Context: an optimization exercise on an open-source flow, tuned for small area. The choices shown serve that exercise and are no tape-out recipe.
Only simulation tests tie the RTL to the original design; equivalence was not proved.
The clock port is modelled as an ideal driver; clocking choices that lean on that would not hold on a real chip.
Power figures rest on the tool's default switching activity, not on a simulated workload.

the reference run:
==> flow/design.v <==
module top (
    input  wire clk,
    input  wire rst,
    input  wire up,
    input  wire down,
    input  wire rx,
    output wire tx,
    output wire pwm
);
    reg [10:0] ca;
    reg [6:0]  cb;
    reg [2:0]  cm;
    reg        first;
    reg        pwm_q;
    wire cm_end = (cm == 3'd4);
    wire cb_end = (cb == 7'd99);
    wire cnt_wrap = first ? (ca == 11'd1080 && cb == 7'd0 && cm == 3'd1)
                          : (ca == 11'd1079 && cb_end && cm_end);
    always @(posedge clk) begin
        if (rst || cnt_wrap) begin
            ca <= 11'd0;
            cb <= 7'd0;
            cm <= 3'd1;
        end else if (cm_end) begin
            cm <= 3'd0;
            if (cb_end) begin
                cb <= 7'd0;
                ca <= ca + 11'd1;
            end else begin
                cb <= cb + 7'd1;
            end
        end else begin
            cm <= cm + 3'd1;
        end
        if (rst)
            first <= 1'b1;
        else if (cnt_wrap)
            first <= 1'b0;
    end
    wire ureset = rst | (first & (ca == 11'd0) & ((cb < 7'd20) | (cb == 7'd20 && cm <= 3'd1)));
    localparam [3:0] L_I = 4'b0101, L_P = 4'b1000, L_L = 4'b0110,
                     L_T = 4'b1010, L_E = 4'b0011, L_U = 4'b1011,
                     L_D = 4'b0010;
    reg [6:0]  da, db;
    reg [6:0]  tj;
    reg [17:0] itmr;           
    reg        active, start, reached;
    reg [3:0]  cur_l, msg_l;
    reg        up_p, dn_p;
    wire [3:0] rxd;            
    wire       cv;             
    wire can_up = (tj <= 7'd84);
    wire can_dn = (tj >= 7'd27);
    wire [6:0] tj_inc = tj + 7'd2;
    wire [6:0] tj_dec = tj - 7'd2;
    wire is_u   = rxd[3] & rxd[0];
    wire is_d   = ~rxd[3] & ~rxd[2] & ~rxd[0];
    wire idle   = ~active;
    wire cmd    = cv & idle;
    wire b_up   = idle & ~cv & up & ~up_p & can_up;
    wire b_dn   = idle & ~cv & down & ~dn_p & can_dn;
    wire do_dec = cmd ? (is_d & can_dn) : b_dn;
    wire do_inc = cmd ? (is_u & can_up) : (b_up & ~b_dn);
    wire do_abs = cmd & ~is_u & ~is_d;
    wire go     = do_abs | do_inc | do_dec;
    wire [6:0] tj_abs = rxd[3] ? (rxd[1] ? 7'd86 : 7'd25) : (rxd[2] ? 7'd43 : 7'd76);
    always @(posedge clk) begin
        if (rst) begin
            up_p  <= 1'b0;
            dn_p  <= 1'b0;
            start <= 1'b0;
            tj    <= 7'd43;
            cur_l <= L_I;
        end else begin
            up_p  <= up;
            dn_p  <= down;
            start <= go;
            if (do_abs)
                tj <= tj_abs;
            else if (do_inc)
                tj <= tj_inc;
            else if (do_dec)
                tj <= tj_dec;
            if (go)
                cur_l <= cmd ? rxd : (do_dec ? L_D : L_U);
        end
    end
    wire [7:0] dd     = {1'b0, tj} - {1'b0, da};           
    wire       a_lt   = ~dd[7] & (dd != 8'd0);
    wire       wrap_up = (db > 7'd90);
    wire       wrap_dn = (db < 7'd9);
    wire       near   = ((dd == 8'd0) & wrap_dn) | ((dd == 8'd1) & wrap_up & (db != 7'd91));
    wire [6:0] db_k   = a_lt ? (wrap_up ? 7'd37 : 7'd9) : (wrap_dn ? 7'd91 : 7'd119);
    wire [6:0] db_s   = db + db_k;
    wire       da_up  = near ? dd[0] : (a_lt & wrap_up);
    wire       da_dn  = ~near & ~a_lt & wrap_dn;
    wire [6:0] da_s   = da + {{6{da_dn}}, da_up | da_dn};
    wire       itmr_done = (itmr == 18'h35314);
    always @(posedge clk) begin
        if (rst) begin
            reached <= 1'b0;
            active  <= 1'b0;
            da      <= 7'd43;
            db      <= 7'd0;
            msg_l   <= L_I;
        end else begin
            reached <= 1'b0;
            if (start) begin
                active <= 1'b1;
            end else if (active && itmr_done) begin
                da <= da_s;
                if (near) begin
                    db      <= 7'd0;
                    active  <= 1'b0;
                    reached <= 1'b1;
                    msg_l   <= cur_l;
                end else begin
                    db <= db_s;
                end
            end
        end
    end
    always @(posedge clk) begin
        if (start || !active || itmr_done)
            itmr <= 18'd0;
        else
            itmr <= {itmr[16:0], ~(itmr[17] ^ itmr[10])};
    end
    always @(posedge clk) begin
        if (rst) pwm_q <= 1'b0;
        else     pwm_q <= (ca < {4'd0, da}) | ((ca == {4'd0, da}) & (cb < db));
    end
    assign pwm = pwm_q;
    localparam [21:0] UT_E = 22'h34e820;
    reg [21:0] utmr;
    wire utmr_done = (utmr == UT_E);
    always @(posedge clk) begin
        utmr <= {utmr[20:0] & ~({21{utmr_done}} & UT_E[20:0]),
                 ~ureset & ~(utmr[21] ^ utmr[12])};
    end
    reg        s1, s2;
    reg [3:0]  rxv;            
    reg [11:0] rc;
    reg [3:0]  rxd_q;          
    reg        rok;            
    reg [1:0]  rp;             
    localparam [11:0] RC_E  = 12'h0c5;
    localparam [11:0] RC_EH = 12'hec5;
    wire rc_done = (rxv == 4'd1) ? (rc == RC_EH) : (rc == RC_E);
    always @(posedge clk) begin
        if (ureset) begin
            s1  <= 1'b1;
            s2  <= 1'b1;
            rxv <= 4'd0;
            rp  <= 2'd0;
        end else begin
            s1 <= rx;
            s2 <= s1;
            if (rp != 2'd0)
                rp <= rp + 2'd1;
            else if (rxv == 4'd2 && rc_done && s2)
                rp <= 2'd1;
            case (rxv)
                4'd0: if (!s2) rxv <= 4'd1;
                4'd1: if (rc_done) rxv <= s2 ? 4'd0 : 4'd8;
                4'd2: if (rc_done) rxv <= 4'd0;
                4'd15: if (rc_done) rxv <= 4'd2;
                4'd8, 4'd9, 4'd10, 4'd11, 4'd12, 4'd13, 4'd14:
                    if (rc_done) rxv <= rxv + 4'd1;
                default: rxv <= 4'd0;
            endcase
        end
    end
    always @(posedge clk) begin
        rc <= {rc[10:0] & ~({11{rc_done}} & (RC_E[10:0] | RC_EH[10:0])),
               (rxv != 4'd0) & ~rc_done & ~(rc[11] ^ rc[10])};
    end
    always @(posedge clk) begin
        if (rc_done) begin
            case (rxv)
                4'd8: begin rxd_q[0] <= s2; rok <= 1'b1; end
                4'd9: rok <= rok & ~s2;
                4'd10: rxd_q[1] <= s2;
                4'd11: rxd_q[2] <= s2;
                4'd12: rxd_q[3] <= s2;
                4'd13, 4'd14: rok <= rok & s2;
                4'd15: rok <= rok & ~s2;
                default: ;
            endcase
        end
    end
    assign rxd = rxd_q;
    reg rvalid;
    always @(*) begin
        case (rxd_q)
            L_I, L_P, L_L, L_T, L_E, L_U, L_D: rvalid = rok;
            default: rvalid = 1'b0;
        endcase
    end
    assign cv = (rp == 2'd3) & rvalid;
    reg [1:0]  pend;           
    reg [3:0]  txv;
    reg [11:0] tc;
    reg [3:0]  ch;             
    localparam [11:0] TC_E = 12'h0c5;
    wire tc_done = (tc == TC_E);
    wire busy    = txv[3] | (txv == 4'd7) | (txv == 4'd1);
    wire p_free  = (pend == 2'd0) | (pend == 2'd3);
    always @(posedge clk) begin
        if (ureset) begin
            pend <= 2'd0;
        end else if (rp == 2'd2 && rvalid && p_free) begin
            pend <= 2'd1;
        end else if (txv == 4'd6) begin
            pend <= 2'd0;
        end else if (reached && p_free) begin
            pend <= 2'd2;
        end else if (utmr_done && pend == 2'd0) begin
            pend <= 2'd3;
        end
    end
    always @(posedge clk) begin
        if (ureset) begin
            txv <= 4'd0;
        end else begin
            case (txv)
                4'd0: if (pend != 2'd0) txv <= 4'd5;
                4'd5, 4'd6: txv <= txv + 4'd1;
                4'd1: if (tc_done) txv <= 4'd0;
                4'd15: if (tc_done) txv <= 4'd1;
                4'd7, 4'd8, 4'd9, 4'd10, 4'd11, 4'd12, 4'd13, 4'd14:
                    if (tc_done) txv <= txv + 4'd1;
                default: txv <= 4'd0;
            endcase
        end
    end
    always @(posedge clk) begin
        tc <= {tc[10:0] & ~({11{tc_done}} & TC_E[10:0]),
               busy & ~tc_done & ~(tc[11] ^ tc[10])};
    end
    always @(posedge clk) begin
        if (txv == 4'd5) begin
            case (pend)
                2'd1:    ch <= 4'b0001;    
                2'd2:    ch <= 4'b0000;    
                default: ch <= msg_l;
            endcase
        end
    end
    wire ch_r = (ch == 4'b0000);
    reg txo;
    always @(*) begin
        case (txv)
            4'd7:  txo = 1'b0;
            4'd8:  txo = ch[0];
            4'd9:  txo = ch_r;
            4'd10: txo = ch[1];
            4'd11: txo = ch[2];
            4'd12: txo = ch[3] | ch_r;
            4'd13: txo = 1'b0;
            4'd14: txo = 1'b1;
            4'd15: txo = 1'b0;
            default: txo = 1'b1;
        endcase
    end
    assign tx = txo;
endmodule
export LEC_CHECK = 0
export CAP_MARGIN = 20
export CORE_MARGIN = 2
export CORE_UTILIZATION = 40
export PLACE_DENSITY = 0.6
export SLEW_MARGIN = 20
create_clock -name core_clock -period 20.0 [get_ports {clk}]
standard.sh (not shown) runs the stock make flow with config.mk's settings and CLKGATE_MAP_FILE= SYNTH_SCRIPT=/design/flow/synth_recipe.tcl, a recipe that flattens the netlist after the stock synthesis.
==> flow/flow/run.sh <==
#!/bin/bash
# Standard ORFS flow (standard.sh) with these changes:
#  - synthesis maps with an area-oriented ABC script (flow/abc_area.script,
#    selected with ABC_AREA=1), and adders are left to ABC instead of being
#    mapped to half/full-adder cells first (ADDER_MAP_FILE empty);
#  - port buffers use buf_1;
#  - the clock tree uses clkbuf_4 cells (clkbuf_8 at the root) and no dummy
#    loads, and right after clock tree synthesis flow/fix_clk.tcl upsizes
#    any clock buffer that drives more than 12 pins to clkbuf_8, to keep
#    clock-pin slews low.
# The make output goes to flow.log; ORFS writes each step's log under orfs/logs.
set -euo pipefail
rm -rf scripts
cp -r "$FLOW_HOME/scripts" scripts
cp flow/abc_area.script scripts/abc_area.script
cp flow/fix_clk.tcl scripts/fix_clk.tcl
sed -i 's|^log_cmd clock_tree_synthesis {\*}$cts_args|&\nsource $::env(SCRIPTS_DIR)/fix_clk.tcl|' scripts/cts.tcl
grep -q fix_clk scripts/cts.tcl
bash standard.sh SCRIPTS_DIR="$PWD/scripts" ABC_AREA=1 ADDER_MAP_FILE= \
  "BUFFER_PORTS_ARGS=-buffer_cell sky130_fd_sc_hd__buf_1" \
  "CTS_ARGS=-sink_clustering_enable -repair_clock_nets -dont_use_dummy_load -buf_list sky130_fd_sc_hd__clkbuf_4 -root_buf sky130_fd_sc_hd__clkbuf_8" \
  finish > flow.log 2>&1
==> flow/flow/abc_area.script <==
strash
&get -n
&fraig -x
&put
dc2
balance
rewrite
refactor
balance
rewrite
rewrite -z
balance
refactor -z
rewrite -z
balance
dc2
balance
rewrite
refactor
balance
rewrite
rewrite -z
balance
refactor -z
rewrite -z
balance
dc2
balance
rewrite
refactor
balance
rewrite
rewrite -z
balance
refactor -z
rewrite -z
balance
strash
&get -n
&dch -f
&nf -R 1000 -p -E 20
&put
==> flow/flow/fix_clk.tcl <==
# Upsize clock buffers that drive many flip-flops so that every clock pin
# keeps a fast edge.
set db [ord::get_db]
set big [$db findMaster sky130_fd_sc_hd__clkbuf_8]
foreach inst [[ord::get_db_block] getInsts] {
  if {[[$inst getMaster] getName] eq "sky130_fd_sc_hd__clkbuf_4"} {
    set net [[$inst findITerm X] getNet]
    if {$net ne "NULL" && [llength [$net getITerms]] > 12} {
      puts "fix_clk: upsizing [$inst getName] ([llength [$net getITerms]] pins)"
      $inst swapMaster $big
    }
  }
}
The reference run ran to completion and came out clean on the timing, design-rule and antenna checks.
Input-level comparison between the trial run and the reference run:
diff --git a/flow/design.v b/flow/design.v
--- a/flow/design.v
+++ b/flow/design.v
@@ -42,5 +42,7 @@
                      L_T = 4'b1010, L_E = 4'b0011, L_U = 4'b1011,
                      L_D = 4'b0010;
-    reg [6:0]  da, db;
+    reg [6:0]  dan, dbn;       
+    wire [6:0] da = ~dan;
+    wire [6:0] db = ~dbn;
     reg [6:0]  tj;
     reg [17:0] itmr;           
@@ -101,6 +103,6 @@
             reached <= 1'b0;
             active  <= 1'b0;
-            da      <= 7'd43;
-            db      <= 7'd0;
+            dan     <= ~7'd43;
+            dbn     <= ~7'd0;
             msg_l   <= L_I;
         end else begin
@@ -109,12 +111,12 @@
                 active <= 1'b1;
             end else if (active && itmr_done) begin
-                da <= da_s;
+                dan <= ~da_s;
                 if (near) begin
-                    db      <= 7'd0;
+                    dbn     <= ~7'd0;
                     active  <= 1'b0;
                     reached <= 1'b1;
                     msg_l   <= cur_l;
                 end else begin
-                    db <= db_s;
+                    dbn <= ~db_s;
                 end
             end
==> results.txt <==
- Wire: the trial run routes less than the reference run
- What the reference run reported for number of distinct library cells after synthesis has to be multiplied by 0.932 to get the figure for the trial run.
- In the trial run, the worst-case setup margin in the final layout came out 0.13 ns below the value in the reference run.
- Final cell area: the trial run below the reference run
- Compared with the reference run, the trial run shows static power due to leakage lower by about 4%.

-- port drivers added, routing unchanged --
The results above use ideal ports. As a check the final layouts listed here were re-extracted and re-timed, cells and wires unchanged.
Step 1 (the two cells are an assumption about what drives the block):
set clk [get_ports {clk}]
set_driving_cell -lib_cell sky130_fd_sc_hd__clkbuf_16 $clk
set_driving_cell -lib_cell sky130_fd_sc_hd__buf_2 [delete_from_list [all_inputs] $clk]
Step 2 also shifts input and output timing later by t, the mid clock arrival at the registers, as if the neighbouring blocks saw the same clock.
Slacks: no drivers / after step 1 / after step 2; pairs: no drivers / after step 1.
run | t, ns | slack for setup (ns) | worst setup path at the end | clock arrival spread, ns | worst register clock-pin slew, ns
the reference run | 0.431 | 13.468 / 13.480 / 13.049 | input to register | 0.038 / 0.038 | 0.11 / 0.11
the trial run | 0.444 | 13.338 / 13.352 / 12.908 | input to register | 0.040 / 0.040 | 0.11 / 0.11
After both steps every run listed still meets setup and hold. For the trial run, which loses most, drivers alone change the setup slack by +0.014 ns; drivers and shift together by -0.430 ns.
